From an optimization exercise on the open Yosys and OpenROAD flow, aimed at small area; shortcuts taken in it are not production practice. In this exercise RTL edits were held to simulation tests only and were not proved equivalent to the original. No activity file was given, so power comes from the tool's default toggle rates.

## flow/config.mk

```make
export PLATFORM = sky130hd
export DESIGN_NAME = uart_transmitter
export DESIGN_NICKNAME = uart_transmitter
export VERILOG_FILES = /design/flow/design.v
export SDC_FILE = /design/flow/constraint.sdc
export NUM_CORES = 4
export LEC_CHECK = 0
export CAP_MARGIN = 20
export CORE_MARGIN = 2
export CORE_UTILIZATION = 65
export PLACE_DENSITY = 0.75
export SLEW_MARGIN = 20
```

## flow/constraint.sdc

```tcl
create_clock -name core_clock -period 10.0 [get_ports {clock_i}]
set_input_delay 2.0000 -clock core_clock [delete_from_list [all_inputs] [get_ports {clock_i}]]
set_output_delay 2.0000 -clock core_clock [all_outputs]
set_load 0.01 [all_outputs]
```

## flow/design.v

```verilog
module fifo_buffer
(
	input clock, reset_n,
	input write_enable, read_enable,
	input [7:0] data_in,
	input [5:0] full_thres,
	output [7:0] tap_data,
	output head_at_tap,
	output empty, full
);
reg [5:0] fifo_cnt;
reg [4:0] wpos, rpos;
reg [255:0] ring;
reg [7:0] data_d;
reg staged;
wire wr = write_enable & ~full;
wire rd = read_enable & ~empty;
assign full  = fifo_cnt == full_thres;
assign empty = fifo_cnt == 0;
wire [4:0] wpos_e = empty ? 5'd0 : wpos;
wire ins = wpos_e[0] ? staged : wr;
wire [7:0] bus = wpos_e[0] ? data_d : data_in;
always @(posedge clock) begin
	if (reset_n == 0)
		fifo_cnt <= 0;
	else if (wr & ~rd)
		fifo_cnt <= fifo_cnt + 1;
	else if (rd & ~wr)
		fifo_cnt <= fifo_cnt - 1;
	wpos <= wpos_e + 5'd1 + {4'd0, wr};
	rpos <= empty ? 5'd0 : rpos + 5'd1 + {4'd0, rd};
	data_d <= data_in;
	staged <= wr & wpos_e[0];
end
genvar i;
generate
	for (i = 0; i < 32; i = i + 1) begin : g_ring
		if (i % 2 == 0) begin : g_even
			wire sel = ins & (wpos_e[4:1] == i / 2);
			wire [7:0] din = ((i / 2) % 2) ? bus : ~bus;
			always @(posedge clock)
				ring[8*i +: 8] <= ~(sel ? din : ring[8*((i+31)%32) +: 8]);
		end else begin : g_odd
			always @(posedge clock)
				ring[8*i +: 8] <= ring[8*(i-1) +: 8];
		end
	end
endgenerate
assign tap_data = ring[7:0];
assign head_at_tap = rpos == 5'd0;
endmodule
module tx_baud_gen
(
	input clock, reset_n,
	input [1:0] baudrate_select,
	output tx_baud
);
reg [6:0] num;
always @(posedge clock) begin
	if (reset_n == 0)
		num <= 0;
	else
		num <= num + 1;
end
assign tx_baud = &num[3:0] &
                 (num[4] | (baudrate_select == 2'd0)) &
                 (num[5] | ~baudrate_select[1]) &
                 (num[6] | (baudrate_select != 2'd3));
endmodule
module uart_tx
(
	input clock, reset_n,
	input tx_start, tx_baud,
	input [7:0] data_in,
	input data_valid,
	output tx_done,
	output tx
);
localparam STATE_IDLE  = 2'b00;
localparam STATE_START = 2'b01;
localparam STATE_DATA  = 2'b10;
localparam STATE_STOP  = 2'b11;
reg [1:0] state;
reg [8:0] sh;
reg par;
wire in_data = state == STATE_DATA;
wire last = sh[8:1] == 0;
always @(posedge clock) begin
	if (reset_n == 0)
		state <= STATE_IDLE;
	else if (tx_baud)
		case (state)
			STATE_IDLE:  if (tx_start) state <= STATE_START;
			STATE_START: state <= STATE_DATA;
			STATE_DATA:  if (last) state <= STATE_STOP;
			STATE_STOP:  state <= STATE_IDLE;
		endcase
end
always @(posedge clock) begin
	if (~in_data) begin
		if (data_valid)
			sh <= {1'b1, data_in};
	end else if (tx_baud)
		sh <= {1'b0, sh[8:1]};
	if (~in_data)
		par <= 1'b0;
	else if (tx_baud)
		par <= par ^ sh[0];
end
assign tx = (state == STATE_START) ? 1'b0 :
            in_data ? (last ? par : sh[0]) : 1'b1;
assign tx_done = (state == STATE_STOP) & tx_baud;
endmodule
module uart_transmitter
(
	input [7:0] data_i,
	input data_write_i, clock_i, reset_n_i,
	input [5:0] data_buffer_full_thres_i,
	input [1:0] baudrate_select_i,
	output data_buffer_full_o,
	output uart_tx_o
);
wire empty;
wire fifo_read;
wire [7:0] data;
wire head_at_tap;
wire tx_baud;
fifo_buffer FIFO
(
	.clock(clock_i),
	.reset_n(reset_n_i),
	.full_thres(data_buffer_full_thres_i),
	.write_enable(data_write_i),
	.read_enable(fifo_read),
	.data_in(data_i),
	.tap_data(data),
	.head_at_tap(head_at_tap),
	.full(data_buffer_full_o),
	.empty(empty)
);
tx_baud_gen TX_BAUD_GEN
(
	.clock(clock_i),
	.reset_n(reset_n_i),
	.baudrate_select(baudrate_select_i),
	.tx_baud(tx_baud)
);
uart_tx UART_TX
(
	.clock(clock_i),
	.reset_n(reset_n_i),
	.tx_start(~empty),
	.tx_baud(tx_baud),
	.data_in(data),
	.data_valid(head_at_tap),
	.tx_done(fifo_read),
	.tx(uart_tx_o)
);
endmodule
```

## flow/flow/run.sh

```bash
#!/bin/bash
# The standard layout (standard.sh, with the standard synthesis) with two changes:
# port buffers are buf_1 cells, and clock-tree synthesis uses large clusters of
# clkbuf_16 leaves without dummy loads.
set -euo pipefail
here=$(pwd)
export BUFFER_PORTS_ARGS="-buffer_cell sky130_fd_sc_hd__buf_1"
export CTS_ARGS="-sink_clustering_enable -repair_clock_nets -dont_use_dummy_load -buf_list sky130_fd_sc_hd__clkbuf_16 -sink_clustering_size 30 -sink_clustering_max_diameter 100"
bash standard.sh > "$here/standard.log" 2>&1
```

## flow/standard.sh

```bash
#!/bin/bash
# synth_recipe.tcl (not shown) runs the flow's synth.tcl, then flattens the netlist and writes it again
# the make line also repeats each setting of config.mk as NAME=value (left out here)
make -C /OpenROAD-flow-scripts/flow DESIGN_CONFIG=/design/flow/config.mk WORK_HOME=/design/flow/orfs CLKGATE_MAP_FILE= SYNTH_SCRIPT=/design/flow/synth_recipe.tcl "${@:-finish}"
```

==> notes.md, run 1 <==
- In the synthesized netlist, the number of instances is 649.
- The count of cell types in the netlist is between 40 and 50.
- The number of core rows is 42.
- The count of endpoints failing hold in the final timing report is 0.
- The detailed-route via count is ~4600.
- The first-pass iteration count of the detailed router is 4.
- The fraction of post-synthesis cell area in the top cell type by area is 64.9%.
- The pin count of the biggest net entering global routing is 31.
- The combinational share of power is 16.7%.
- In this run the post-CTS setup repair buffer count came out at 0.
- The remaining antenna violation count after routing is 0.
- The internal power of the cells totals 2120 uW.
- The cell that appears most often on the critical path is sky130_fd_sc_hd__buf_1.
- After synthesis the cells add up to about 0.009 mm^2.
- The reg-to-reg setup timing slack is 6.14 ns.
- The worst reg2reg path depth is 5.
- After synthesis, flip-flops and latches occupy between 60% and 70% of the total area.
- The analysis attributes to net switching a power of roughly 750 uW.
- The share of total power consumed by net switching is 26.2%.
- The post-synth net total is 685.
- The clock root buffer is sky130_fd_sc_hd__clkbuf_16.
- Between clock sinks in the finished design, the worst skew comes to 0.0214 ns.
- The first global-routing pass estimated 25400 um of wire.
- The worst-path cell with the longest stage delay is sky130_fd_sc_hd__or3_1.
- STA puts the critical path data required time at 8.00 ns.
- The launch point of the worst path is data_buffer_full_thres_i[0].
- The global-route total usage across every layer is roughly 23%.
- The post-cts gate resize count is 0.
- The endpoint of the worst hold-timing path is FIFO.ring[142].
- The routed wire length is between 15000 and 20000 um.
- In the synthesized netlist the dominant register cell turns out to be sky130_fd_sc_hd__dfxtp_1.
- Summing all flip-flop and latch instances after layout gives 0.00610 mm^2.
- Along the worst hold path, the cell count comes to 0.
- The die area is ~0.015 mm^2.
- Measured against its own limit, the worst slew margin works out to 26.3%.
- Counting flops and latches in the post-synthesis netlist gives 300.
- Across the VDD grid, the largest voltage drop is 203 uV.
- Routability-driven placement finished with a final weighted congestion of 0.814.
- The routed wirelength normalized by instance count is between 15 and 20 um.
- Subtracting the final worst setup slack from the clock period gives 4.97 ns.
- On the worst path, the slowest cell contributes a delay of 0.40 ns.
- Counting along the longest clock path gives a buffer depth of 3.
- The aggregate negative setup slack is 0 ns.
- The number of pins exceeding their max-slew limit in the final report was 0.
- Traced cell by cell, the critical path runs through buf_1 > xnor2_1 > nand2_1 > or3_1 > inv_1 > buf_1.
- The count of final setup violators is 0.
- The number of fillers in the final layout is 959.
- TritonCTS built the clock tree.
- Power spread over the standard cell area amounts to 300 mW/mm^2.
- The leakage power figure is 0.00358 uW.
- The clock sink count is 300.
- STA classifies the critical path endpoint as an output pin.
- During I/O placement, the number of pins put on the boundary was 21.
- The number of max-cap violations is 0.
- The clock input transition at the sequential cells of the worst setup and hold paths is 0.10 ns.
- The vertical die dimension is 122 um.
- The achievable frequency is 201 MHz.
- The startpoint of the most critical register-to-register path is FIFO.fifo_cnt[0].
- After the last flow step, the layout net total stands at between 700 and 800.
- The end of the worst register-to-register path is FIFO.ring[228].
- Setup repair after global routing left no endpoint under its margin.
- The kind of cell with the highest combined delay on the critical path is simple AND/OR/NAND/NOR gates.
- The fraction of power consumed by sequential logic is a little under two thirds.
- The number of clock buffers inserted by TritonCTS is 13.
- Along the worst path, the maximum fanout reaches 2.
- After the first detailed-routing iteration, the DRC count stood at about 280.
- The number of enable flip-flop cells after synthesis is 9.
- The tightest hold path in the finished design has a slack of about 0.32 ns.
- Once detailed placement completed, the half-perimeter wirelength came to 9830 um.
- Yosys printed 3 warnings.
- The share of cells above drive strength 1 is 7.56%.
- The most frequent standard cell in the layout excluding fill and tap cells is sky130_fd_sc_hd__dfxtp_1.
- The launch instance of the worst min-delay path is FIFO.ring[134].
- The insertion delay to the later sink of the worst-skew pair is between 0.4 and 0.5 ns.
- The number of global-route vias before repair is 4588.
- STA classifies the critical path startpoint as an input pin.
- Leaving out fill and tap cells, the most frequent cells in the layout are sky130_fd_sc_hd__dfxtp_1, sky130_fd_sc_hd__mux2i_1, sky130_fd_sc_hd__nand2_1.
- Yosys attributes the largest share of cell area to sky130_fd_sc_hd__dfxtp_1, sky130_fd_sc_hd__mux2i_1, sky130_fd_sc_hd__edfxtp_1.
- The number of buffers and inverters on the critical path is 3.
- The clock share of power is 19.5%.
- The number of remaining DRC errors is 0.
- Hold repair after CTS inserted 0 buffers.
- The average footprint of a synthesized cell is 13.8 um^2.
- The worst setup path is of the input pin to output pin kind.
- The per-cell via count in the routed design is 5.39.
- For the worst setup path, the data arrival time is 2.97 ns.
- The core region is around 0.013 mm^2.
- Port buffering added 20 buffers.
- The run finished with no timing, DRC or antenna violations.
- In the final layout, the multi-input gates occupy 0.00277 mm^2.
- The relative area change from synthesis to final layout is 6.69%.
- The floorplan step set the die width to 122 um.
- Of all flip-flops after synthesis, the portion carrying an async set or reset was 0%.
- The number of antenna diodes in the final layout is 0.
- The initial antenna violation count is 0.
- The final critical path takes up 49.7% of the cycle.
- In this run the worst hold path is classified as flop to flop.
- The largest total area in the synthesized netlist belongs to sky130_fd_sc_hd__dfxtp_1.
- For this run the aggregate overflow at the end of global routing stands at 0.
- The depth of the CTS H-tree is 1.
- The initial core utilization is 67.3%.
- At the pin with the least slew margin, the transition time is 1.10 ns.
-- cell families (layout without fill, tap and decap cells) --
group           Yosys count  in the layout  share of synthesized area (%)
xor+xnor                 20             20                           1.95
flops                   300            300                           67.9
mux                     155            155                           17.5
compound gates           45             45                           4.32
simple gates             84             84                           4.64
fa+ha+maj                17             17                           2.45
buf+inv                  28             54                           1.23
-- through the flow --
| step | utilization (%) | cell area [um^2] | setup slack, ns | instances | power (uW) |
|---|---|---|---|---|---|
| finish | 71.8 | 9580 | 5.03 | 851 | 2880 |
| global route | 71.8 | 9580 | 4.95 | 851 | 3030 |
| CTS | 71.8 | 9580 | 5.01 | 851 | 2900 |
| detailed placement | 69.3 | 9250 | 5.02 | 838 | 2340 |
| global placement | 69.3 | 9250 | 5.08 | 838 | 2310 |
| floorplan | - | 8980 | 5.30 | 649 | 2160 |
-- state kept, by name (all words and copies together), names as in the netlist --
name             count
FIFO.wpos            5
FIFO.staged          1
FIFO.fifo_cnt        6
TX_BAUD_GEN.num      7
FIFO.data_d          8
UART_TX.sh           9
UART_TX.par          1
UART_TX.state        2
FIFO.rpos            5
FIFO.ring          256
-- cell type report --
cell class	instances	share of cell area [%]
inverter	18	0.705
multi-input combinational	321	28.9
clock buffer	13	3.40
timing repair buffer	23	1.02
sequential	300	63.6
tap	176	2.30
-- synthesized netlist by cell type, types with 2 or more instances --
| cell type | number |
|---|---|
| sky130_fd_sc_hd__a211oi_1 | 4 |
| sky130_fd_sc_hd__a21o_1 | 2 |
| sky130_fd_sc_hd__a21oi_1 | 4 |
| sky130_fd_sc_hd__a21oi_2 | 14 |
| sky130_fd_sc_hd__and2_1 | 11 |
| sky130_fd_sc_hd__and3_1 | 2 |
| sky130_fd_sc_hd__buf_1 | 3 |
| sky130_fd_sc_hd__buf_2 | 4 |
| sky130_fd_sc_hd__clkbuf_1 | 3 |
| sky130_fd_sc_hd__dfxtp_1 | 291 |
| sky130_fd_sc_hd__edfxtp_1 | 9 |
| sky130_fd_sc_hd__ha_1 | 16 |
| sky130_fd_sc_hd__inv_1 | 18 |
| sky130_fd_sc_hd__mux2_2 | 16 |
| sky130_fd_sc_hd__mux2i_1 | 139 |
| sky130_fd_sc_hd__nand2_1 | 31 |
| sky130_fd_sc_hd__nand3_1 | 9 |
| sky130_fd_sc_hd__nand4_1 | 3 |
| sky130_fd_sc_hd__nor2_1 | 9 |
| sky130_fd_sc_hd__nor2b_1 | 6 |
| sky130_fd_sc_hd__nor4_1 | 5 |
| sky130_fd_sc_hd__o21a_1 | 2 |
| sky130_fd_sc_hd__o21ai_0 | 6 |
| sky130_fd_sc_hd__o22ai_1 | 2 |
| sky130_fd_sc_hd__o31ai_1 | 2 |
| sky130_fd_sc_hd__or3_1 | 2 |
| sky130_fd_sc_hd__or4_1 | 2 |
| sky130_fd_sc_hd__xnor2_1 | 14 |
| sky130_fd_sc_hd__xor2_1 | 6 |
-- power groups by stage --
stage          clock network [uW]  logic (uW)  registers, uW
2_1_floorplan                   0         365           1800
3_3_place_gp                    0         460           1850
3_5_place_dp                    0         480           1860
4_1_cts                       577         486           1840
5_1_grt                       616         534           1880
6_report                      562         479           1830
-- layer usage --
metal  routed length [um]  global-route usage, %
met1                 7910                   33.7
met2                 7220                   36.3
met3                  538                   2.82
met4                  148                   3.52
met5                    0                      0
-- worst max path at each step --
stage,endpoint,slack (ns),cells after the start
detailed placement,data_buffer_full_o,5.02,6
global route,data_buffer_full_o,4.95,6
global placement,data_buffer_full_o,5.08,6
finish,data_buffer_full_o,5.03,6
CTS,data_buffer_full_o,5.01,6
floorplan,data_buffer_full_o,5.30,4
==> inputs of run 2 (changes only) <==
==> flow/flow/run.sh (replaced) <==
#!/bin/bash
# The standard layout (standard.sh, with the standard synthesis) with two changes:
# port buffers are buf_1 cells, and clock-tree synthesis uses large clusters of
# clkbuf_16 leaves without dummy loads.
set -euo pipefail
here=$(pwd)
export BUFFER_PORTS_ARGS="-buffer_cell sky130_fd_sc_hd__buf_1"
export CTS_ARGS="-sink_clustering_enable -repair_clock_nets -dont_use_dummy_load -buf_list sky130_fd_sc_hd__clkbuf_8 -sink_clustering_size 16 -sink_clustering_max_diameter 60"
bash standard.sh > "$here/standard.log" 2>&1
==> notes.md, run 2 <==
- The number of max-cap violations is 0 (unchanged).
- The net count of the finished layout was 723 (+1.4%).
- The pin count of the biggest net entering global routing is 20 (-35%).
- The die area is 0.0148 mm^2 (unchanged).
- The per-cell via count in the routed design is 5.33 (-1.1%).
- The post-route clock period utilization is 49.7% (about the same).
- The area of all placed cells without fillers is 0.00957 mm^2 (about the same).
- The initial antenna violation count is 0 (unchanged).
- The number of core rows is 42 (unchanged).
- TritonCTS built the clock tree.
- The gate count of the mapped netlist is 649 (unchanged).
- The fraction of synthesis flops using an asynchronous set or reset pin came to 0% (unchanged).
- The vertical die dimension is 122 um (unchanged).
- The number of remaining DRC errors came to 0 (unchanged).
- The achievable frequency is 201 MHz (about the same).
- The slew at the pin closest to its max-slew limit was 1.07 ns (-0.0343 ns).
- The launch point of the worst path is data_buffer_full_thres_i[0].
- The most common cell type on the critical path is sky130_fd_sc_hd__buf_1.
- The I/O pin count was 21 (unchanged).
- The deepest clock path buffer count is 3 (unchanged).
- Ranked by total cell area, the synthesized netlist is headed by sky130_fd_sc_hd__dfxtp_1, sky130_fd_sc_hd__mux2i_1, sky130_fd_sc_hd__edfxtp_1.
- The relative area change from synthesis to final layout is 6.59% (about the same).
- The cell area reported after detailed placement was 0.00925 mm^2 (unchanged).
- In the layout the commonest cells are sky130_fd_sc_hd__dfxtp_1, sky130_fd_sc_hd__mux2i_1, sky130_fd_sc_hd__nand2_1.
- The clock sink count was 300 (unchanged).
- The switching power total is 765 uW (+1.4%).
- The number of enable flip-flop cells after synthesis is 9 (unchanged).
- The violation count after the first detailed-routing iteration came to 240 (-15%).
- The number of antenna cells inserted was 0 (unchanged).
- The aggregate negative setup slack is 0 ns (unchanged).
- The count of yosys warnings during synthesis was 3 (unchanged).
- The worst setup skew after layout was 0.0370 ns (+0.0156 ns).
- The delay contributed by the slowest stage of the critical path was 0.40 ns (about the same).
- Leaving out fill and tap cells, the most frequent cell in the layout is sky130_fd_sc_hd__dfxtp_1.
- The wire length of the first global-routing pass is 25600 um (+0.95%).
- The highest ir drop seen on vdd is 167 uV (-18%).
- The post-detailed-placement half-perimeter wirelength is 9830 um (unchanged).
- The combinational share of power is 16.8% (about the same).
- The cell-internal power was 2090 uW (-1.3%).
- The normalized max-slew margin is 28.5% (+2.1 points).
- The number of pins exceeding their max-slew limit in the final report came to 0 (unchanged).
- The post-synthesis sequential element count was 300 (unchanged).
- The remaining antenna violation count after routing is 0 (unchanged).
- The fraction of power consumed by sequential logic is 64.2% (+0.4 points).
- The run finished with no timing, DRC or antenna violations.
- The count of cell types in the netlist is 43 (unchanged).
- The count of final setup violators was 0 (unchanged).
- The required time reported for the critical path endpoint is 8.00 ns (about the same).
- Among all flip-flop cells after synthesis, the most frequent one is sky130_fd_sc_hd__dfxtp_1.
- The final estimated routing congestion in global placement is 0.814 (unchanged).
- The first-pass iteration count of the detailed router is 4 (unchanged).
- The most common cell in the synthesized netlist is sky130_fd_sc_hd__dfxtp_1.
- The post-synth net total is 685 (unchanged).
- The insertion delay to the later sink of the worst-skew pair was 0.52 ns (+0.05 ns).
- The post-CTS setup repair buffer count is 0 (unchanged).
- Of all cell types, the one taking the most synthesized area is sky130_fd_sc_hd__dfxtp_1.
- The depth of the CTS H-tree is 1 (unchanged).
- The total power draw is 2860 uW (-0.62%).
- The post-cts gate resize count is 0 (unchanged).
- The share of cells above drive strength 1 was 8.91% (+1.3 points).
- The routed wire length came to 16000 um (+0.83%).
- By count the netlist is led by sky130_fd_sc_hd__dfxtp_1, sky130_fd_sc_hd__mux2i_1, sky130_fd_sc_hd__nand2_1.
- The maximum fanout along the worst path is 2 (unchanged).
- The clock input transition at the sequential cells of the worst setup and hold paths is 0.09 ns (about the same).
- The count of endpoints failing hold in the final timing report was 0 (unchanged).
- In this run the most critical hold path is launched from FIFO.ring[70].
- Setup repair after global routing left no endpoint under its margin.
- The part of the Yosys area used for sequential elements is 67.9% (unchanged).
- The synthesized area is 0.00898 mm^2 (unchanged).
- The share of total power consumed by net switching was 26.7% (+0.52 points).
- The area inside the core boundary is 0.0133 mm^2 (unchanged).
- The number of clock buffers inserted by TritonCTS is 23 (+10).
- The largest registers in the layout are FIFO.ring (256), UART_TX.sh (9), FIFO.data_d (8).
- The total power divided by cell area is 299 mW/mm^2 (-0.53%).
- The critical path goes through buf_1 > xnor2_1 > nand2_1 > or3_1 > inv_1 > buf_1.
- The number of flip-flops in the largest register came to 256 (unchanged).
- The average footprint of a synthesized cell was 13.8 um^2 (unchanged).
- The worst setup path is captured at an output pin.
- The critical path in this run is classified as input pin to output pin.
- The startpoint of the most critical register-to-register path is FIFO.fifo_cnt[0].
- The worst path arrival time came to 2.97 ns (about the same).
- The shortest period the worst path allows is 4.97 ns (-0.000420 ns).
- The overall die width is 122 um (unchanged).
- The count of input and output buffers was 20 (unchanged).
- The clock root buffer is sky130_fd_sc_hd__clkbuf_8.
- The leakage power figure is 0.00359 uW (+0.14%).
- The initial core utilization is 67.3% (unchanged).
- The largest register by flop count is FIFO.ring.
- The global-route total usage across every layer is 22.9% (+0.29 points).
- The fraction of post-synthesis cell area in the top cell type by area is 64.9% (unchanged).
- The number of global-route vias before repair is 4685 (+2.1%).
- The number of buffers inserted by hold repair at cts came to 0 (unchanged).
- The clock share of power is 19.0% (-0.5 points).
- The routed wirelength normalized by instance count came to 18.5 um (-0.34%).
- The type of the most critical hold path is flop to flop.
- The detailed-route via count is 4591 (+0.065%).
- The largest individual stage delay along the critical path comes from the cell sky130_fd_sc_hd__or3_1.
- The remaining global-route overflow was 0 (unchanged).
- STA classifies the critical path startpoint as an input pin.
-- run 2: changes by cell type in the layout (fill, tap and decap cells not counted), sizes merged --
cell | previous run | this run
clkbuf | 13 | 23
-- run 2: power groups by stage --
stage | sequential [uW] | clock [uW] | combinational, uW
finish | 1830 | 542 | 481
global route | 1880 | 600 | 534
CTS | 1840 | 558 | 485
detailed placement | 1860 | 0 | 480
global placement | 1850 | 0 | 460
floorplan | 1800 | 0 | 365
-- run 2: per-stage QoR --
| step | hold slack (ns) | util [%] | setup slack [ns] | cells |
|---|---|---|---|---|
| 6_report | 0.304 | 71.7 | 5.03 | 861 |
| 5_1_grt | 0.319 | 71.7 | 4.95 | 861 |
| 4_1_cts | 0.304 | 71.7 | 5.01 | 861 |
| 3_5_place_dp | 0.312 | 69.3 | 5.02 | 838 |
| 3_3_place_gp | 0.310 | 69.3 | 5.08 | 838 |
| 2_1_floorplan | 0.310 | - | 5.30 | 649 |
-- run 2: per-layer routing --
layer	share of wire, %	up-vias	global-route usage [%]
li1	-	2281	-
met3	3.9	19	3.76
met2	44	59	35.5
met4	1.7	0	5.03
met1	50	2232	34.1
met5	0	-	0
-- run 2: critical path, delay by kind of cell --
kind                      cells  cell delay [ns]
xor gates and xnor gates      1             0.15
buffers and inverters         3             0.29
and+or+nand+nor               2             0.53
-- run 2: final cells by class --
class,count,area (um^2)
Sequential cell,300,6100
Fill cell,969,3780
Multi-Input combinational cell,321,2770
Clock buffer,23,317
Tap cell,176,220
Timing Repair Buffer,23,97.6
Inverter,18,67.6
-- run 2: path summary, 6_finish.rpt --
check                       endpoint  slack, ns  depth (start not counted)
setup / recovery  data_buffer_full_o       5.03                          6
hold / removal         FIFO.ring[78]       0.30                          0
setup reg to reg      FIFO.ring[228]       6.19                          5
hold reg to reg        FIFO.ring[78]       0.30                          0
-- run 2: kinds of logic after synthesis --
kind of cell / synth area share [%]
flops: 67.9
mux: 17.5
simple gates: 4.64
compound gates: 4.32
buf+inv: 1.23
xor+xnor: 1.95
fa+ha+maj: 2.45
==> inputs of run 3 (changes only) <==
--- a/flow/design.v
+++ b/flow/design.v
@@ -9,7 +9,7 @@
 	output empty, full
 );
 reg [5:0] fifo_cnt;
-reg [4:0] wpos, rpos;
+reg [4:0] wpos;
 reg [255:0] ring;
 reg [7:0] data_d;
 reg staged;
@@ -28,15 +28,29 @@
 	else if (rd & ~wr)
 		fifo_cnt <= fifo_cnt - 1;
 	wpos <= wpos_e + 5'd1 + {4'd0, wr};
-	rpos <= empty ? 5'd0 : rpos + 5'd1 + {4'd0, rd};
 	data_d <= data_in;
 	staged <= wr & wpos_e[0];
 end
+wire go = ~empty & ins;
+wire [3:0] pa = {wpos[2] & wpos[1], wpos[2] & ~wpos[1], ~wpos[2] & wpos[1], ~wpos[2] & ~wpos[1]};
+wire [3:0] pb = {wpos[4] & wpos[3], wpos[4] & ~wpos[3], ~wpos[4] & wpos[3], ~wpos[4] & ~wpos[3]};
+wire [3:0] pa_go = pa & {4{go}};
+wire [15:0] sel_all;
+genvar j;
+generate
+	for (j = 0; j < 16; j = j + 1) begin : g_dec
+		if (j == 0) begin : g_zero
+			assign sel_all[j] = (pa_go[0] & pb[0]) | (empty & wr);
+		end else begin : g_other
+			assign sel_all[j] = pa_go[j % 4] & pb[j / 4];
+		end
+	end
+endgenerate
 genvar i;
 generate
 	for (i = 0; i < 32; i = i + 1) begin : g_ring
 		if (i % 2 == 0) begin : g_even
-			wire sel = ins & (wpos_e[4:1] == i / 2);
+			wire sel = sel_all[i / 2];
 			wire [7:0] din = ((i / 2) % 2) ? bus : ~bus;
 			always @(posedge clock)
 				ring[8*i +: 8] <= ~(sel ? din : ring[8*((i+31)%32) +: 8]);
@@ -47,7 +61,7 @@
 	end
 endgenerate
 assign tap_data = ring[7:0];
-assign head_at_tap = rpos == 5'd0;
+assign head_at_tap = wpos == fifo_cnt[4:0] + 5'd1;
 endmodule
 module tx_baud_gen
 (
==> flow/flow/run.sh (replaced) <==
#!/bin/bash
# The standard layout (standard.sh, with the standard synthesis) with two changes:
# port buffers are buf_1 cells, and clock-tree synthesis uses large clusters of
# clkbuf_16 leaves without dummy loads.
set -euo pipefail
here=$(pwd)
export BUFFER_PORTS_ARGS="-buffer_cell sky130_fd_sc_hd__buf_1"
export CTS_ARGS="-sink_clustering_enable -repair_clock_nets -dont_use_dummy_load -buf_list sky130_fd_sc_hd__clkbuf_8 -sink_clustering_size 18 -sink_clustering_max_diameter 70"
bash standard.sh > "$here/standard.log" 2>&1
==> notes.md, run 3 <==
- The remaining antenna violation count after routing was 0 (unchanged).
- The area of all placed cells without fillers was 0.00932 mm^2 (-2.6%).
- The synthesized area is 0.00882 mm^2 (-1.7%).
- In the layout the commonest cells are sky130_fd_sc_hd__dfxtp_1, sky130_fd_sc_hd__mux2i_1, sky130_fd_sc_hd__clkbuf_8, sky130_fd_sc_hd__buf_1, sky130_fd_sc_hd__nand2_1.
- The aggregate negative setup slack is 0 ns (unchanged).
- The type of element launching the critical path is an input pin.
- The remaining global-route overflow is 0 (unchanged).
- The leakage power figure came to 0.00421 uW (+17%).
- The number of enable flip-flop cells after synthesis is 9 (unchanged).
- The fraction of post-synthesis cell area in the top cell type by area is 64.9% (about the same).
- The number of buffers inserted by hold repair at cts is 0 (unchanged).
- The area inside the core boundary came to 0.0132 mm^2 (-0.79%).
- The total power draw is 2790 uW (-2.4%).
- The count of cell types in the netlist is 40 (-7.0%).
- The share of the core filled with cells in the final layout is 70.4% (-1.3 points).
- The worst setup path is captured at an output pin.
- The cell area reported after detailed placement is 0.00905 mm^2 (-2.2%).
- The post-synth net total is 669 (-2.3%).
- The part of the Yosys area used for sequential elements came to 68.0% (+0.069 points).
- The deepest clock path buffer count was 3 (unchanged).
- The count of yosys warnings during synthesis was 3 (unchanged).
- Leaving out fill and tap cells, the most frequent cell in the layout is sky130_fd_sc_hd__dfxtp_1.
- The number of pins exceeding their max-slew limit in the final report is 0 (unchanged).
- The clock sink count is 295 (-1.7%).
- The routed wirelength normalized by instance count is 18.2 um (-1.9%).
- Among all flip-flop cells after synthesis, the most frequent one is sky130_fd_sc_hd__dfxtp_1.
- The slew at the pin closest to its max-slew limit is 1.02 ns (-0.0496 ns).
- The initial core utilization is 66.6% (-0.65 points).
- The count of input and output buffers is 20 (unchanged).
- By count the netlist is led by sky130_fd_sc_hd__dfxtp_1, sky130_fd_sc_hd__mux2i_1, sky130_fd_sc_hd__nand2_1.
- The required time reported for the critical path endpoint is 8.00 ns (about the same).
- The global-route total usage across every layer is 21.9% (-0.99 points).
- The routed wire length came to 15200 um (-4.8%).
- The number of clock buffers inserted by TritonCTS was 20 (-13%).
- The achievable frequency came to 211 MHz (+4.9%).
- The number of global-route vias before repair came to 4583 (-2.2%).
- The fraction of synthesis flops using an asynchronous set or reset pin is 0% (unchanged).
- The share of cells above drive strength 1 was 8.48% (-0.42 points).
- The number of core rows came to 42 (unchanged).
- The initial antenna violation count was 0 (unchanged).
- The detailed-route via count is 4473 (-2.6%).
- The normalized max-slew margin came to 30.0% (+1.5 points).
- The largest registers in the layout are FIFO.ring (256), UART_TX.sh (9), FIFO.data_d (8).
- The count of final setup violators is 0 (unchanged).
- The average footprint of a synthesized cell was 13.9 um^2 (+0.74%).
- The number of antenna cells inserted was 0 (unchanged).
- The relative area change from synthesis to final layout is 5.67%.
- The violation count after the first detailed-routing iteration is 309 (+29%).
- The post-route clock period utilization is 47.4% (-2.3 points).
- The maximum fanout along the worst path is 2 (unchanged).
- The shortest period the worst path allows was 4.74 ns (-0.231 ns).
- The post-route worst setup slack is 5.26 ns (+0.231 ns).
- Setup repair after global routing left no endpoint under its margin.
- The per-cell via count in the routed design is 5.35 (+0.34%).
- The setup slack after placement came to 5.20 ns (+0.184 ns).
- The worst setup skew after layout is 0.0450 ns (+0.00799 ns).
- The gate count of the mapped netlist was 633 (-2.5%).
- The register with the most flip-flops in the final layout is FIFO.ring.
- The post-cts gate resize count is 0 (unchanged).
- The final estimated routing congestion in global placement is 0.756 (-7.2%).
- The clock input transition at the sequential cells of the worst setup and hold paths is 0.10 ns (about the same).
- The start-to-end type of the worst setup path is input pin to output pin.
- In this run the worst hold path is classified as flop to flop.
- The post-detailed-placement half-perimeter wirelength is 9490 um (-3.4%).
- The number of flip-flops in the largest register was 256 (unchanged).
- The net count of the finished layout is 698 (-3.5%).
- The highest ir drop seen on vdd came to 169 uV (+0.96%).
- Clock tree synthesis selected as its root buffer the cell sky130_fd_sc_hd__clkbuf_8.
- The total power divided by cell area is 299 mW/mm^2 (+0.20%).
- The I/O pin count is 21 (unchanged).
- The number of max-cap violations is 0 (unchanged).
- The overall die width is 120 um (-0.84%).
- The count of endpoints failing hold in the final timing report is 0 (unchanged).
- The pin count of the biggest net entering global routing is 19 (-5.0%).
- The insertion delay to the later sink of the worst-skew pair is 0.52 ns (about the same).
- The vertical die dimension was 120 um (-0.84%).
- The post-CTS setup repair buffer count is 0 (unchanged).
- By area the synthesized netlist is led by sky130_fd_sc_hd__dfxtp_1, sky130_fd_sc_hd__mux2i_1, sky130_fd_sc_hd__edfxtp_1.
- The worst path arrival time came to 2.74 ns (-0.23 ns).
- The number of remaining DRC errors is 0 (unchanged).
- The flow ran to the end and the layout has no timing, DRC or antenna violations.
- The CTS tree is done.
- The cell type with the largest total area after synthesis is sky130_fd_sc_hd__dfxtp_1.
- The post-synthesis sequential element count was 295 (-1.7%).
- The first-pass iteration count of the detailed router is 4 (unchanged).
- The depth of the CTS H-tree is 1 (unchanged).
- The die area is 0.0145 mm^2 (-1.7%).
- The wire length of the first global-routing pass is 24700 um (-3.5%).
- The most common cell in the synthesized netlist is sky130_fd_sc_hd__dfxtp_1.
## run 3: final cells by class
type	instances	area (um^2)
sequential	295	6000
tap	176	220
timing repair buffer	23	97.6
inverter	12	45.0
fill	949	3920
multi-input combinational	310	2690
clock buffer	20	275
## run 3: report_power, final
group          internal [uW]  leakage (uW)  total (uW)  switching, uW
combinational            200       0.00161         462            262
clock                    181      0.000144         507            326
sequential              1670       0.00246        1820            155
## run 3: critical path: stages
cell                      delay, ns
sky130_fd_sc_hd__buf_1         0.09
sky130_fd_sc_hd__xnor2_1       0.16
sky130_fd_sc_hd__nand4_1       0.17
sky130_fd_sc_hd__nor2_1        0.16
sky130_fd_sc_hd__buf_1         0.16
## run 3: final timing paths
| kind | start | endpoint | slack, ns | depth (start not counted) |
|---|---|---|---|---|
| max | data_buffer_full_thres_i[5] | data_buffer_full_o | 5.26 | 5 |
| min reg2reg | FIFO.ring[247] | FIFO.ring[255] | 0.28 | 0 |
| max reg2reg | TX_BAUD_GEN.num[0] | FIFO.fifo_cnt[5] | 6.72 | 12 |
| min | FIFO.ring[247] | FIFO.ring[255] | 0.28 | 0 |
## run 3: metal layers
metal	part of all wire (%)	GRT usage, %
met4	1.9	4.87
met3	2.9	2.74
met5	0	0
met1	50	31.5
met2	45	35.8
## run 3: cells by family after synthesis
family / share of synthesized area, %
AO/OA/AOI/OAI: 2.00
XOR/XNOR: 2.48
adder cells (fa/ha/maj): 2.50
buffers and inverters: 1.87
flip-flops: 68.0
multiplexers: 17.8
AND/OR/NAND/NOR: 5.36
## run 3: per-stage QoR
stage / cells / hold slack (ns)
2_1_floorplan: 633 / 0.310
3_3_place_gp: 816 / 0.311
3_5_place_dp: 816 / 0.312
4_1_cts: 836 / 0.282
5_1_grt: 836 / 0.295
6_report: 836 / 0.282
==> inputs of run 4 (changes only) <==
==> flow/flow/run.sh (replaced) <==
#!/bin/bash
# The standard layout (standard.sh, with the standard synthesis) with two changes:
# port buffers are buf_1 cells, and clock-tree synthesis uses large clusters of
# clkbuf_16 leaves without dummy loads.
set -euo pipefail
here=$(pwd)
export BUFFER_PORTS_ARGS="-buffer_cell sky130_fd_sc_hd__buf_1"
export CTS_ARGS="-sink_clustering_enable -repair_clock_nets -dont_use_dummy_load -buf_list sky130_fd_sc_hd__clkbuf_8 -sink_clustering_size 20 -sink_clustering_max_diameter 70"
bash standard.sh > "$here/standard.log" 2>&1
==> notes.md, run 4 <==
- The post-synthesis sequential element count is 295 (unchanged).
- The peak-usage layer in the global routing report is met2.
- The overall die width came to 120 um (unchanged).
- The average footprint of a synthesized cell is 13.9 um^2 (unchanged).
- The deepest clock path buffer count is 3 (unchanged).
- The hold path depth was 0 (unchanged).
- The initial core utilization is 66.6% (unchanged).
- The clock sink count is 295 (unchanged).
- The per-cell via count in the routed design is 5.31 (-0.68%).
- The initial antenna violation count is 0 (unchanged).
- The number of enable flip-flop cells after synthesis is 9 (unchanged).
- The placed cell count is 816 (unchanged).
- The normalized max-slew margin is 28.4% (-1.6 points).
- The number of max-cap violations is 0 (unchanged).
- The worst path arrival time is 2.74 ns (about the same).
- The die area was 0.0145 mm^2 (unchanged).
- The met3 demand-to-capacity share in global routing is 2.31% (-0.42 points).
- The I/O pin count was 21 (unchanged).
- The signal on the critical path passes through buf_1 > xnor2_1 > nand4_1 > nor2_1 > buf_1.
- The post-synth net total is 669 (unchanged).
- The number of clock buffers inserted by TritonCTS is 18 (-10%).
- The aggregate negative setup slack is 0 ns (unchanged).
- The count of endpoints failing hold in the final timing report is 0 (unchanged).
- The post-CTS setup repair buffer count was 0 (unchanged).
- The share of cells above drive strength 1 was 8.21% (-0.28 points).
- The worst reg2reg path depth was 12 (unchanged).
- The number of core rows is 42 (unchanged).
- The wire length of the first global-routing pass was 24500 um (-0.72%).
- The post-detailed-placement half-perimeter wirelength is 9490 um (unchanged).
- The routing usage on met1 is 31.8% (+0.32 points).
- The setup slack after placement is 5.20 ns (unchanged).
- The fraction of post-synthesis cell area in the top cell type by area is 64.9% (unchanged).
- The most common cell type on the critical path is sky130_fd_sc_hd__buf_1.
- The type of the most critical hold path is flop to flop.
- The achievable frequency is 211 MHz (about the same).
- The insertion delay to the later sink of the worst-skew pair is 0.51 ns (about the same).
- The detailed-route via count is 4432 (-0.92%).
- Among all cell types in the netlist, the one instantiated most often is sky130_fd_sc_hd__dfxtp_1.
- The number of flip-flops in the largest register is 256 (unchanged).
- The kind of cell with the highest combined delay on the critical path is simple AND/OR/NAND/NOR gates.
- The count of cell types in the netlist was 40 (unchanged).
- The clock input transition at the sequential cells of the worst setup and hold paths was 0.12 ns (+0.02 ns).
- The count of input and output buffers was 20 (unchanged).
- The fraction of synthesis flops using an asynchronous set or reset pin is 0% (unchanged).
- The met2 usage is 35.2% (-0.60 points).
- The remaining global-route overflow was 0 (unchanged).
- The number of antenna cells inserted is 0 (unchanged).
- The slew at the pin closest to its max-slew limit is 1.04 ns (+0.0236 ns).
- The leakage power figure came to 0.00420 uW (-0.34%).
- The count of final setup violators came to 0 (unchanged).
- The global-route total usage across every layer came to 21.7% (-0.13 points).
- The number of remaining DRC errors was 0 (unchanged).
- The number of buffers inserted by hold repair at cts is 0 (unchanged).
- The relative area change from synthesis to final layout is 5.36%.
- The violation count after the first detailed-routing iteration is 310 (+0.32%).
- The net count of the finished layout is 696 (-0.29%).
- The total power divided by cell area is 298 mW/mm^2 (-0.54%).
- The delay contributed by the slowest stage of the critical path is 0.17 ns (about the same).
- The required time reported for the critical path endpoint came to 8.00 ns (about the same).
- The number of global-route vias before repair came to 4530 (-1.2%).
- The largest register by flop count is FIFO.ring.
- The number of pins exceeding their max-slew limit in the final report is 0 (unchanged).
- The post-route clock period utilization is 47.4% (about the same).
- The worst setup skew after layout was 0.0343 ns (-0.0107 ns).
- The depth of the CTS H-tree was 1 (unchanged).
- The count of yosys warnings during synthesis is 3 (unchanged).
- The post-route worst setup slack is 5.26 ns (+0.00147 ns).
- The run finished with no timing, DRC or antenna violations.
- For this design, the slowest cell found on the critical path is sky130_fd_sc_hd__nand4_1.
- The worst path buffer plus inverter count was 2 (unchanged).
- The share of the core filled with cells in the final layout is 70.2% (-0.21 points).
- In the layout the commonest cells are sky130_fd_sc_hd__dfxtp_1, sky130_fd_sc_hd__mux2i_1, sky130_fd_sc_hd__buf_1.
- The clock root buffer is sky130_fd_sc_hd__clkbuf_8.
- The most frequent standard cell in the layout excluding fill and tap cells is sky130_fd_sc_hd__dfxtp_1.
- The highest ir drop seen on vdd is 206 uV (+22%).
- The post-cts gate resize count was 0 (unchanged).
- The routed wire length was 15000 um (-1.1%).
- The start-to-end type of the worst setup path is input pin to output pin.
- The shortest period the worst path allows is 4.74 ns (-0.00147 ns).
- TritonCTS built the clock tree.
- The synthesized area is 0.00882 mm^2 (unchanged).
- The gate count of the mapped netlist came to 633 (unchanged).
- The first-pass iteration count of the detailed router was 4 (unchanged).
- The final estimated routing congestion in global placement was 0.756 (unchanged).
- In the final layout, the registers with the most flip-flops are FIFO.ring (256), UART_TX.sh (9), FIFO.data_d (8).
- The area inside the core boundary was 0.0132 mm^2 (unchanged).
- The type of destination of the critical path is an output pin.
- The routed wirelength normalized by instance count was 18.0 um (-0.90%).
- The cell count along the critical path is 5 (unchanged).
- The commonest cells after synthesis are sky130_fd_sc_hd__dfxtp_1, sky130_fd_sc_hd__mux2i_1, sky130_fd_sc_hd__nand2_1.
- The final instance count without filler cells is 834 (-0.24%).
- The worst setup path is launched from an input pin.
- Yosys attributes the largest share of cell area to sky130_fd_sc_hd__dfxtp_1, sky130_fd_sc_hd__mux2i_1, sky130_fd_sc_hd__edfxtp_1.
- The main flop type after synthesis is sky130_fd_sc_hd__dfxtp_1.
- The pin count of the biggest net entering global routing was 21 (+2).
- The maximum fanout along the worst path came to 2 (unchanged).
- Setup repair after global routing left no endpoint under its margin.
- The vertical die dimension is 120 um (unchanged).
- The remaining antenna violation count after routing came to 0 (unchanged).
- The part of the Yosys area used for sequential elements was 68.0% (unchanged).
- The synthesized design spends more area on one cell type than any other, namely sky130_fd_sc_hd__dfxtp_1.
==> run 4: cell counts after synthesis <==
No cell type changed its count.
==> run 4: layout make-up <==
cell class              count  area (um^2)
flip-flops and latches    295         6000
multi-input cells         310         2690
clock buffers              18          248
repair buffers             23         97.6
fillers                   960         3950
inverters                  12         45.0
well taps                 176          220
==> run 4: cell families after synthesis <==
group / count (synthesis) / share of synthesized area, %
AOI/OAI and AO/OA: 24 / 2.00
DFF: 295 / 68.0
buffers and inverters: 28 / 1.87
adders and majority gates: 17 / 2.50
muxes: 155 / 17.8
and+or+nand+nor: 89 / 5.36
xor gates and xnor gates: 25 / 2.48
==> run 4: path summary, 6_finish.rpt <==
check | from | end | slack, ns
worst min register to register | FIFO.ring[21] | FIFO.ring[29] | 0.32
worst max-delay path | data_buffer_full_thres_i[5] | data_buffer_full_o | 5.26
worst min-delay path | FIFO.ring[21] | FIFO.ring[29] | 0.32
worst max register to register | TX_BAUD_GEN.num[0] | FIFO.fifo_cnt[5] | 6.70
==> run 4: report_power, final <==
part / internal [uW] / total, uW / switching (uW)
sequential: 1660 / 1820 / 154
clock: 164 / 485 / 321
combinational: 200 / 462 / 262
==> run 4: routing by layer <==
metal | part of all wire, % | wire length [um]
met4 | 2.2 | 323
met5 | 0 | 0
met2 | 45 | 6790
met3 | 2.5 | 381
met1 | 50 | 7520
==> run 4: stage by stage <==
step	area, um^2	hold slack (ns)	power [uW]
finish	9290	0.321	2770
global route	9290	0.327	2920
CTS	9290	0.317	2790
detailed placement	9050	0.312	2310
global placement	9030	0.311	2280
floorplan	8820	0.310	2150
==> run 4: worst register-to-register path: stages (launching register included) <==
cell and delay (ns):
sky130_fd_sc_hd__dfxtp_1 0.36, sky130_fd_sc_hd__ha_1 0.19, sky130_fd_sc_hd__nand3_1 0.18, sky130_fd_sc_hd__a221oi_1 0.61, sky130_fd_sc_hd__nand3_1 0.16, sky130_fd_sc_hd__ha_1 0.25, sky130_fd_sc_hd__inv_1 0.21, sky130_fd_sc_hd__ha_1 0.27
sky130_fd_sc_hd__a21o_1 0.17, sky130_fd_sc_hd__a21oi_1 0.23, sky130_fd_sc_hd__o311ai_0 0.20, sky130_fd_sc_hd__xor2_1 0.18, sky130_fd_sc_hd__and2_1 0.17
==> inputs of run 5 (changes only) <==
==> flow/flow/run.sh (replaced) <==
#!/bin/bash
# The standard layout (standard.sh, with the standard synthesis) with two changes:
# port buffers are buf_1 cells, and clock-tree synthesis uses large clusters of
# clkbuf_16 leaves without dummy loads.
set -euo pipefail
here=$(pwd)
export BUFFER_PORTS_ARGS="-buffer_cell sky130_fd_sc_hd__buf_1"
export CTS_ARGS="-sink_clustering_enable -repair_clock_nets -dont_use_dummy_load -buf_list sky130_fd_sc_hd__clkbuf_16 -sink_clustering_size 30 -sink_clustering_max_diameter 100"
bash standard.sh > "$here/standard.log" 2>&1
==> notes.md, run 5 <==
- The run finished with no timing, DRC or antenna violations.
- The depth of the CTS H-tree was 1 (unchanged).
- The leakage power figure is 0.00423 uW (+0.73%).
- The number of core rows is 42 (unchanged).
- The post-route worst setup slack came to 5.26 ns (-0.00281 ns).
- The main flop type after synthesis is sky130_fd_sc_hd__dfxtp_1.
- The sequential cell area is 0.00600 mm^2 (unchanged).
- The shortest period the worst path allows is 4.74 ns (+0.00281 ns).
- The fraction of post-synthesis cell area in the top cell type by area is 64.9% (unchanged).
- The synthesized area is 0.00882 mm^2 (unchanged).
- The deepest clock path buffer count is 3 (unchanged).
- The number of pins exceeding their max-slew limit in the final report is 0 (unchanged).
- The number of global-route vias before repair came to 4490 (-0.88%).
- The average footprint of a synthesized cell is 13.9 um^2 (unchanged).
- The post-synthesis sequential element count is 295 (unchanged).
- The overall die width is 120 um (unchanged).
- The net count of the finished layout is 691 (-0.72%).
- The type of destination of the critical path is an output pin.
- The total power draw was 2840 uW (+2.6%).
- The slew at the pin closest to its max-slew limit is 1.03 ns (-0.0125 ns).
- The number of flip-flops in the largest register came to 256 (unchanged).
- Leaving out fill and tap cells, the most frequent cells in the layout are sky130_fd_sc_hd__dfxtp_1, sky130_fd_sc_hd__mux2i_1, sky130_fd_sc_hd__buf_1.
- The number of antenna cells inserted was 0 (unchanged).
- The aggregate negative setup slack is 0 ns (unchanged).
- The I/O pin count is 21 (unchanged).
- The first-pass iteration count of the detailed router is 4 (unchanged).
- The post-synth net total is 669 (unchanged).
- The area inside the core boundary came to 0.0132 mm^2 (unchanged).
- STA classifies the critical path startpoint as an input pin.
- The number of buffers inserted by hold repair at cts came to 0 (unchanged).
- The post-CTS setup repair buffer count is 0 (unchanged).
- The clock input transition at the sequential cells of the worst setup and hold paths is 0.10 ns (-0.02 ns).
- The biggest area contributor in the post-synthesis netlist is sky130_fd_sc_hd__dfxtp_1.
- The fraction of synthesis flops using an asynchronous set or reset pin is 0% (unchanged).
- By count the netlist is led by sky130_fd_sc_hd__dfxtp_1, sky130_fd_sc_hd__mux2i_1, sky130_fd_sc_hd__nand2_1.
- The normalized max-slew margin came to 29.2% (+0.86 points).
- Relative to the synthesized area, the layout overhead comes to 6.24%.
- The largest register by flop count is FIFO.ring.
- The required time reported for the critical path endpoint is 8.00 ns (about the same).
- The CTS tree is done.
- The number of max-cap violations is 0 (unchanged).
- The routed wirelength normalized by instance count is 18.1 um (+0.44%).
- The setup slack after placement is 5.20 ns (unchanged).
- The count of endpoints failing hold in the final timing report came to 0 (unchanged).
- The count of final setup violators came to 0 (unchanged).
- The post-cts gate resize count is 0 (unchanged).
- The achievable frequency came to 211 MHz (about the same).
- By area the synthesized netlist is led by sky130_fd_sc_hd__dfxtp_1, sky130_fd_sc_hd__mux2i_1, sky130_fd_sc_hd__edfxtp_1.
- The violation count after the first detailed-routing iteration is 241 (-22%).
- The number of remaining DRC errors was 0 (unchanged).
- The area of the multi-input gates is 0.00269 mm^2 (unchanged).
- The count of yosys warnings during synthesis is 3 (unchanged).
- The wire length of the first global-routing pass was 24400 um (-0.53%).
- The vertical die dimension is 120 um (unchanged).
- The number of enable flip-flop cells after synthesis is 9 (unchanged).
- The final estimated routing congestion in global placement came to 0.756 (unchanged).
- The per-cell via count in the routed design was 5.34 (+0.42%).
- The post-route clock period utilization is 47.4% (about the same).
- The total power divided by cell area was 303 mW/mm^2 (+1.8%).
- The type of the most critical hold path is flop to flop.
- The die area is 0.0145 mm^2 (unchanged).
- The maximum fanout along the worst path is 2 (unchanged).
- The pin count of the biggest net entering global routing came to 31 (+48%).
- The most common cell in the synthesized netlist is sky130_fd_sc_hd__dfxtp_1.
- By startpoint and endpoint, the worst setup path is classified as input pin to output pin.
- Setup repair after global routing left no endpoint under its margin.
- The insertion delay to the later sink of the worst-skew pair is 0.47 ns (-0.04 ns).
- The detailed-route via count came to 4424 (-0.18%).
- The worst setup skew after layout is 0.0156 ns (-0.0187 ns).
- The share of cells above drive strength 1 is 7.50% (-0.70 points).
- The initial antenna violation count was 0 (unchanged).
- The post-detailed-placement half-perimeter wirelength is 9490 um (unchanged).
- The cell area reported after detailed placement is 0.00905 mm^2 (unchanged).
- The most frequent standard cell in the layout excluding fill and tap cells is sky130_fd_sc_hd__dfxtp_1.
- The final-layout worst hold slack is 0.322 ns (+0.00110 ns).
- The count of input and output buffers is 20 (unchanged).
- The remaining antenna violation count after routing came to 0 (unchanged).
- The initial core utilization is 66.6% (unchanged).
- The worst path arrival time came to 2.74 ns (about the same).
- The number of clock buffers inserted by TritonCTS was 13 (-5).
- The root buffer cell chosen for the clock tree is sky130_fd_sc_hd__clkbuf_16.
- The number of fillers in the final layout is 954 (-0.63%).
- The gate count of the mapped netlist is 633 (unchanged).
- The remaining global-route overflow came to 0 (unchanged).
- The global-route total usage across every layer is 21.7% (-0.035 points).
- The count of cell types in the netlist is 40 (unchanged).
- The highest ir drop seen on vdd came to 201 uV (-2.2%).
- The clock sink count is 295 (unchanged).
- The part of the Yosys area used for sequential elements is 68.0% (unchanged).
- The routed wire length is 15000 um (-0.17%).
- The area of all placed cells without fillers is 0.00937 mm^2 (+0.83%).
- The largest registers in the layout are FIFO.ring (256), UART_TX.sh (9), FIFO.data_d (8).
## run 5: layer usage
| metal | vias up | routed length (um) | track usage (%) |
|---|---|---|---|
| met1 | 2174 | 7400 | 31.4 |
| li1 | 2177 | - | - |
| met3 | 20 | 380 | 2.78 |
| met5 | - | 0 | 0 |
| met4 | 0 | 276 | 4.36 |
| met2 | 53 | 6940 | 35.6 |
## run 5: final cells by class
class	instances	area share [%]
repair buffers	23	1.04
inverters	12	0.481
well taps	176	2.35
multi-input cells	310	28.7
clock buffers	13	3.47
flip-flops and latches	295	64.0
## run 5: worst max-delay path: stages
cell and delay (ns):
sky130_fd_sc_hd__buf_1 0.09, sky130_fd_sc_hd__xnor2_1 0.16, sky130_fd_sc_hd__nand4_1 0.17, sky130_fd_sc_hd__nor2_1 0.16, sky130_fd_sc_hd__buf_1 0.16
## run 5: cells by family after synthesis
logic type | synth area share, %
muxes | 17.8
and+or+nand+nor | 5.36
adders and majority gates | 2.50
xor gates and xnor gates | 2.48
buffers and inverters | 1.87
AOI/OAI and AO/OA | 2.00
DFF | 68.0
## run 5: metrics by stage
| stage | cells | utilization (%) |
|---|---|---|
| floorplan | 633 | - |
| global placement | 816 | 68.2 |
| detailed placement | 816 | 68.3 |
| CTS | 829 | 70.8 |
| global route | 829 | 70.8 |
| finish | 829 | 70.8 |
## run 5: worst paths after layout
check             slack (ns)                 end  depth (start not counted)                   startpoint
hold reg to reg         0.32      FIFO.ring[255]                          0               FIFO.ring[247]
setup reg to reg        6.71    FIFO.fifo_cnt[5]                         13           TX_BAUD_GEN.num[0]
hold / removal          0.32      FIFO.ring[255]                          0               FIFO.ring[247]
setup / recovery        5.26  data_buffer_full_o                          5  data_buffer_full_thres_i[5]
## run 5: report_power, final
part           switching (uW)  leakage (uW)  internal [uW]  total [uW]
Sequential                156       0.00246           1670        1820
Clock                     320      0.000160            236         556
Combinational             261       0.00161            200         462
Total                     738       0.00423           2100        2840
==> inputs of run 6 (changes only) <==
--- a/flow/design.v
+++ b/flow/design.v
@@ -9,7 +9,7 @@
 	output empty, full
 );
 reg [5:0] fifo_cnt;
-reg [4:0] wpos;
+reg [4:0] wpos, rpos;
 reg [255:0] ring;
 reg [7:0] data_d;
 reg staged;
@@ -28,29 +28,15 @@
 	else if (rd & ~wr)
 		fifo_cnt <= fifo_cnt - 1;
 	wpos <= wpos_e + 5'd1 + {4'd0, wr};
+	rpos <= empty ? 5'd0 : rpos + 5'd1 + {4'd0, rd};
 	data_d <= data_in;
 	staged <= wr & wpos_e[0];
 end
-wire go = ~empty & ins;
-wire [3:0] pa = {wpos[2] & wpos[1], wpos[2] & ~wpos[1], ~wpos[2] & wpos[1], ~wpos[2] & ~wpos[1]};
-wire [3:0] pb = {wpos[4] & wpos[3], wpos[4] & ~wpos[3], ~wpos[4] & wpos[3], ~wpos[4] & ~wpos[3]};
-wire [3:0] pa_go = pa & {4{go}};
-wire [15:0] sel_all;
-genvar j;
-generate
-	for (j = 0; j < 16; j = j + 1) begin : g_dec
-		if (j == 0) begin : g_zero
-			assign sel_all[j] = (pa_go[0] & pb[0]) | (empty & wr);
-		end else begin : g_other
-			assign sel_all[j] = pa_go[j % 4] & pb[j / 4];
-		end
-	end
-endgenerate
 genvar i;
 generate
 	for (i = 0; i < 32; i = i + 1) begin : g_ring
 		if (i % 2 == 0) begin : g_even
-			wire sel = sel_all[i / 2];
+			wire sel = ins & (wpos_e[4:1] == i / 2);
 			wire [7:0] din = ((i / 2) % 2) ? bus : ~bus;
 			always @(posedge clock)
 				ring[8*i +: 8] <= ~(sel ? din : ring[8*((i+31)%32) +: 8]);
@@ -61,7 +47,7 @@
 	end
 endgenerate
 assign tap_data = ring[7:0];
-assign head_at_tap = wpos == fifo_cnt[4:0] + 5'd1;
+assign head_at_tap = rpos == 5'd0;
 endmodule
 module tx_baud_gen
 (
==> flow/flow/run.sh (replaced) <==
#!/bin/bash
# The standard layout (standard.sh, with the standard synthesis) with three changes:
# port buffers are buf_1 cells, every cell is first given its smallest drive
# strength before repair_design, and clock-tree synthesis uses large clusters
# of clkbuf_16 leaves without dummy loads.
set -euo pipefail
here=$(pwd)
export BUFFER_PORTS_ARGS="-buffer_cell sky130_fd_sc_hd__buf_1"
export PRE_RESIZE_TCL="$here/flow/downsize.tcl"
export CTS_ARGS="-sink_clustering_enable -repair_clock_nets -dont_use_dummy_load -buf_list sky130_fd_sc_hd__clkbuf_16 -sink_clustering_size 30 -sink_clustering_max_diameter 100"
bash standard.sh > "$here/standard.log" 2>&1
==> flow/flow/downsize.tcl (new file) <==
# Run before repair_design (PRE_RESIZE_TCL): give every cell the smallest-area
# variant of its own function (same cell name, other drive strength).
# repair_design, which follows, sizes up or buffers wherever slew or
# capacitance needs it; timing repair after CTS handles setup and hold.
set db [ord::get_db]
set dont_use $::env(DONT_USE_CELLS)
set n 0
set saved 0.0
foreach inst [[ord::get_db_block] getInsts] {
  set m [$inst getMaster]
  if {[$m getType] ne "CORE"} { continue }
  set name [$m getName]
  if {![regexp {^(sky130_fd_sc_hd__[a-z0-9]+)_([0-9]+)$} $name -> base size]} { continue }
  set best $m
  set area [expr {[$m getWidth] * [$m getHeight]}]
  set best_area $area
  foreach s {0 1 2 3 4 6 8 12 16} {
    set c [$db findMaster ${base}_$s]
    if {$c eq "NULL"} { continue }
    if {[lsearch -exact $dont_use [$c getName]] >= 0} { continue }
    set a [expr {[$c getWidth] * [$c getHeight]}]
    if {$a < $best_area} { set best $c; set best_area $a }
  }
  if {$best ne $m} {
    if {[catch {replace_cell [sta::find_instance [$inst getName]] [$best getName]} err]} {
      puts "downsize: could not resize [$inst getName]: $err"
    } else {
      incr n
      set saved [expr {$saved + ($area - $best_area) / 1e6}]
    }
  }
}
puts [format "downsize: %d cells resized, %.1f um2 saved" $n $saved]
==> notes.md, run 6 <==
- Setup repair after global routing left no endpoint under its margin.
- The number of buffers inserted by hold repair at cts is 0 (unchanged).
- The area of all placed cells without fillers is 0.00973 mm^2 (+3.8%).
- The insertion delay to the later sink of the worst-skew pair is 0.47 ns (about the same).
- The routed wirelength normalized by instance count is 18.3 um (+1.1%).
- The slew at the pin closest to its max-slew limit was 0.907 ns (-0.125 ns).
- The fraction of synthesis flops using an asynchronous set or reset pin is 0% (unchanged).
- The number of antenna cells inserted is 0 (unchanged).
- The CTS tree is done.
- The biggest area contributor in the post-synthesis netlist is sky130_fd_sc_hd__dfxtp_1.
- The violation count after the first detailed-routing iteration is 286 (+19%).
- The initial antenna violation count is 0 (unchanged).
- The post-detailed-placement half-perimeter wirelength is 11100 um (+17%).
- The relative area change from synthesis to final layout is 8.39%.
- The synthesized area came to 0.00898 mm^2 (+1.8%).
- The post-synth net total came to 685 (+2.4%).
- The post-synthesis sequential element count was 300 (+1.7%).
- The net count of the finished layout is 730 (+5.6%).
- The total power divided by cell area is 297 mW/mm^2 (-1.8%).
- The number of fillers in the final layout came to 960 (+0.63%).
- The remaining global-route overflow is 0 (unchanged).
- The detailed-route via count is 4548 (+2.8%).
- The number of enable flip-flop cells after synthesis came to 9 (unchanged).
- The depth of the CTS H-tree is 1 (unchanged).
- The library cell used most frequently in the layout, excluding fill and tap cells, is sky130_fd_sc_hd__dfxtp_1.
- The count of final setup violators came to 0 (unchanged).
- In the layout the commonest cells are sky130_fd_sc_hd__dfxtp_1, sky130_fd_sc_hd__mux2i_1, sky130_fd_sc_hd__nand2_1.
- The gate count of the mapped netlist is 649 (+2.5%).
- The highest ir drop seen on vdd is 218 uV (+8.4%).
- The final instance count without filler cells is 868 (+4.7%).
- The count of yosys warnings during synthesis is 3 (unchanged).
- The pin count of the biggest net entering global routing came to 31 (unchanged).
- The I/O pin count came to 21 (unchanged).
- The maximum fanout along the worst path was 2 (unchanged).
- The fraction of post-synthesis cell area in the top cell type by area is 64.9% (about the same).
- The number of max-cap violations is 0 (unchanged).
- The clock input transition at the sequential cells of the worst setup and hold paths is 0.11 ns (about the same).
- The cell area reported after detailed placement is 0.00941 mm^2 (+4.0%).
- The number of global-route vias before repair is 4702 (+4.7%).
- The share of cells above drive strength 1 came to 9.25% (+1.7 points).
- In the final layout, the registers with the most flip-flops are FIFO.ring (256), UART_TX.sh (9), FIFO.data_d (8).
- The run finished with no timing, DRC or antenna violations.
- The number of remaining DRC errors came to 0 (unchanged).
- The deepest clock path buffer count came to 3 (unchanged).
- The first-pass iteration count of the detailed router was 4 (unchanged).
- The global-route total usage across every layer is 22.5% (+0.81 points).
- The required time reported for the critical path endpoint is 8.00 ns (about the same).
- The post-CTS setup repair buffer count is 0 (unchanged).
- STA classifies the critical path endpoint as an output pin.
- The average footprint of a synthesized cell was 13.8 um^2 (-0.74%).
- The routed wire length is 15900 um (+5.8%).
- The per-cell via count in the routed design is 5.24 (-1.8%).
- The overall die width came to 122 um (+0.85%).
- The clock sink count is 300 (+1.7%).
- The number of clock buffers inserted by TritonCTS is 13 (unchanged).
- In the post-synthesis netlist, the biggest area contributors are sky130_fd_sc_hd__dfxtp_1, sky130_fd_sc_hd__mux2i_1, sky130_fd_sc_hd__edfxtp_1.
- The number of pins exceeding their max-slew limit in the final report is 0 (unchanged).
- The worst path arrival time is 2.91 ns (+0.17 ns).
- The aggregate negative setup slack is 0 ns (unchanged).
- The vertical die dimension is 122 um (+0.85%).
- The achievable frequency is 203 MHz (-3.5%).
- The worst setup skew after layout is 0.0183 ns (+0.00261 ns).
- The count of cell types in the netlist is 43 (+7.5%).
- The count of endpoints failing hold in the final timing report was 0 (unchanged).
- Ranked by flip-flop count, first place goes to FIFO.ring.
- The remaining antenna violation count after routing was 0 (unchanged).
- STA classifies the critical path startpoint as an input pin.
- In the post-synthesis netlist, the cell with the most instances is sky130_fd_sc_hd__dfxtp_1.
- The initial core utilization is 67.3% (+0.65 points).
- The post-route clock period utilization is 49.1% (+1.7 points).
- The final estimated routing congestion in global placement came to 0.814 (+7.8%).
- The count of input and output buffers came to 20 (unchanged).
- The part of the Yosys area used for sequential elements is 67.9% (-0.069 points).
- The number of flip-flops in the largest register was 256 (unchanged).
- The most used flip-flop cell after synthesis is sky130_fd_sc_hd__dfxtp_1.
- The die area was 0.0148 mm^2 (+1.7%).
- By startpoint and endpoint, the worst setup path is classified as input pin to output pin.
- The post-cts gate resize count was 0 (unchanged).
- The number of core rows was 42 (unchanged).
- In the synthesized netlist, the cells that appear most often are sky130_fd_sc_hd__dfxtp_1, sky130_fd_sc_hd__mux2i_1, sky130_fd_sc_hd__nand2_1.
- The type of the most critical hold path is flop to flop.
- The shortest period the worst path allows is 4.91 ns (+0.173 ns).
- The leakage power figure is 0.00367 uW (-13%).
- The wire length of the first global-routing pass is 25500 um (+4.5%).
- The placed cell count is 855 (+4.8%).
- CTS placed an instance of sky130_fd_sc_hd__clkbuf_16 at the clock tree root.
- The normalized max-slew margin is 39.4% (+10 points).
- The area inside the core boundary is 0.0133 mm^2 (+0.79%).
run 6: final timing paths:
check / startpoint / to / slack (ns) / depth (start not counted)
max: data_buffer_full_thres_i[0] / data_buffer_full_o / 5.09 / 6
min: FIFO.ring[208] / FIFO.ring[216] / 0.32 / 0
max reg2reg: FIFO.fifo_cnt[0] / FIFO.ring[198] / 6.55 / 8
min reg2reg: FIFO.ring[208] / FIFO.ring[216] / 0.32 / 0
run 6: kinds of logic (layout without fill, tap and decap cells):
kind of cell,after synthesis,after routing,share of synthesized area (%)
buffers and inverters,28,71,1.23
multiplexers,155,155,17.5
AND/OR/NAND/NOR,84,84,4.64
AO/OA/AOI/OAI,45,45,4.32
flip-flops,300,300,67.9
XOR/XNOR,20,20,1.95
adder cells (fa/ha/maj),17,17,2.45
run 6: worst max-delay path, cell delays in order:
cell and delay (ns):
sky130_fd_sc_hd__buf_1 0.09, sky130_fd_sc_hd__xnor2_1 0.14, sky130_fd_sc_hd__nand2_1 0.10, sky130_fd_sc_hd__or3_1 0.39
sky130_fd_sc_hd__inv_1 0.06, sky130_fd_sc_hd__buf_1 0.14
run 6: cell type report:
| class | count | area, um^2 | share of cell area (%) |
|---|---|---|---|
| Timing Repair Buffer | 40 | 278 | 2.85 |
| Clock buffer | 13 | 325 | 3.34 |
| Inverter | 18 | 67.6 | 0.694 |
| Tap cell | 176 | 220 | 2.26 |
| Multi-Input combinational cell | 321 | 2740 | 28.2 |
| Sequential cell | 300 | 6100 | 62.6 |
run 6: metal layers:
metal,global-route usage (%),share of wire (%)
met5,0,0
met4,3.88,1.5
met3,2.54,2.0
met2,35.8,44
met1,34.1,52
run 6: report_power, final:
group          switching (uW)  internal [uW]  total, uW  leakage, uW
sequential                146           1690       1830      0.00254
combinational             284            213        497     0.000972
clock                     328            236        564     0.000160
run 6: metrics by stage:
stage | worst slack (ns) | total power [uW] | util (%) | hold WS, ns
finish | 5.09 | 2890 | 72.9 | 0.323
global route | 4.94 | 3040 | 72.9 | 0.336
CTS | 5.06 | 2910 | 72.9 | 0.334
detailed placement | 5.06 | 2360 | 70.5 | 0.312
global placement | 5.08 | 2310 | 69.3 | 0.310
floorplan | 5.30 | 2160 | - | 0.310

-- separate check: timing with driven ports --
The results above use ideal ports. As a check the final layouts listed here were re-extracted and re-timed, cells and wires unchanged.
Step 1 (the two cells are an assumption about what drives the block):
set clk [get_ports {clock_i}]
set_driving_cell -lib_cell sky130_fd_sc_hd__clkbuf_16 $clk
set_driving_cell -lib_cell sky130_fd_sc_hd__buf_2 [delete_from_list [all_inputs] $clk]
Step 2 also shifts input and output timing later by t, the mid clock arrival at the registers, as if the neighbouring blocks saw the same clock.
Three values: ideal, step 1, step 2; two values: the first two.
run	t, ns	slack for setup (ns)	worst setup path at the end	cell pins on the clock port's net
run 1	0.504	5.029 / 5.009 / 5.009	input to output	1
run 2	0.544	5.030 / 5.010 / 5.010	input to output	1
run 3	0.528	5.261 / 5.240 / 5.211	input to register	1
run 4	0.528	5.262 / 5.242 / 5.178	input to register	1
run 5	0.498	5.259 / 5.239 / 5.187	input to register	1
run 6	0.506	5.086 / 5.065 / 5.065	input to output	1
After both steps setup and hold are still met in every run listed. For run 4, which loses most, drivers alone change the setup slack by -0.020 ns; drivers and shift together by -0.084 ns.
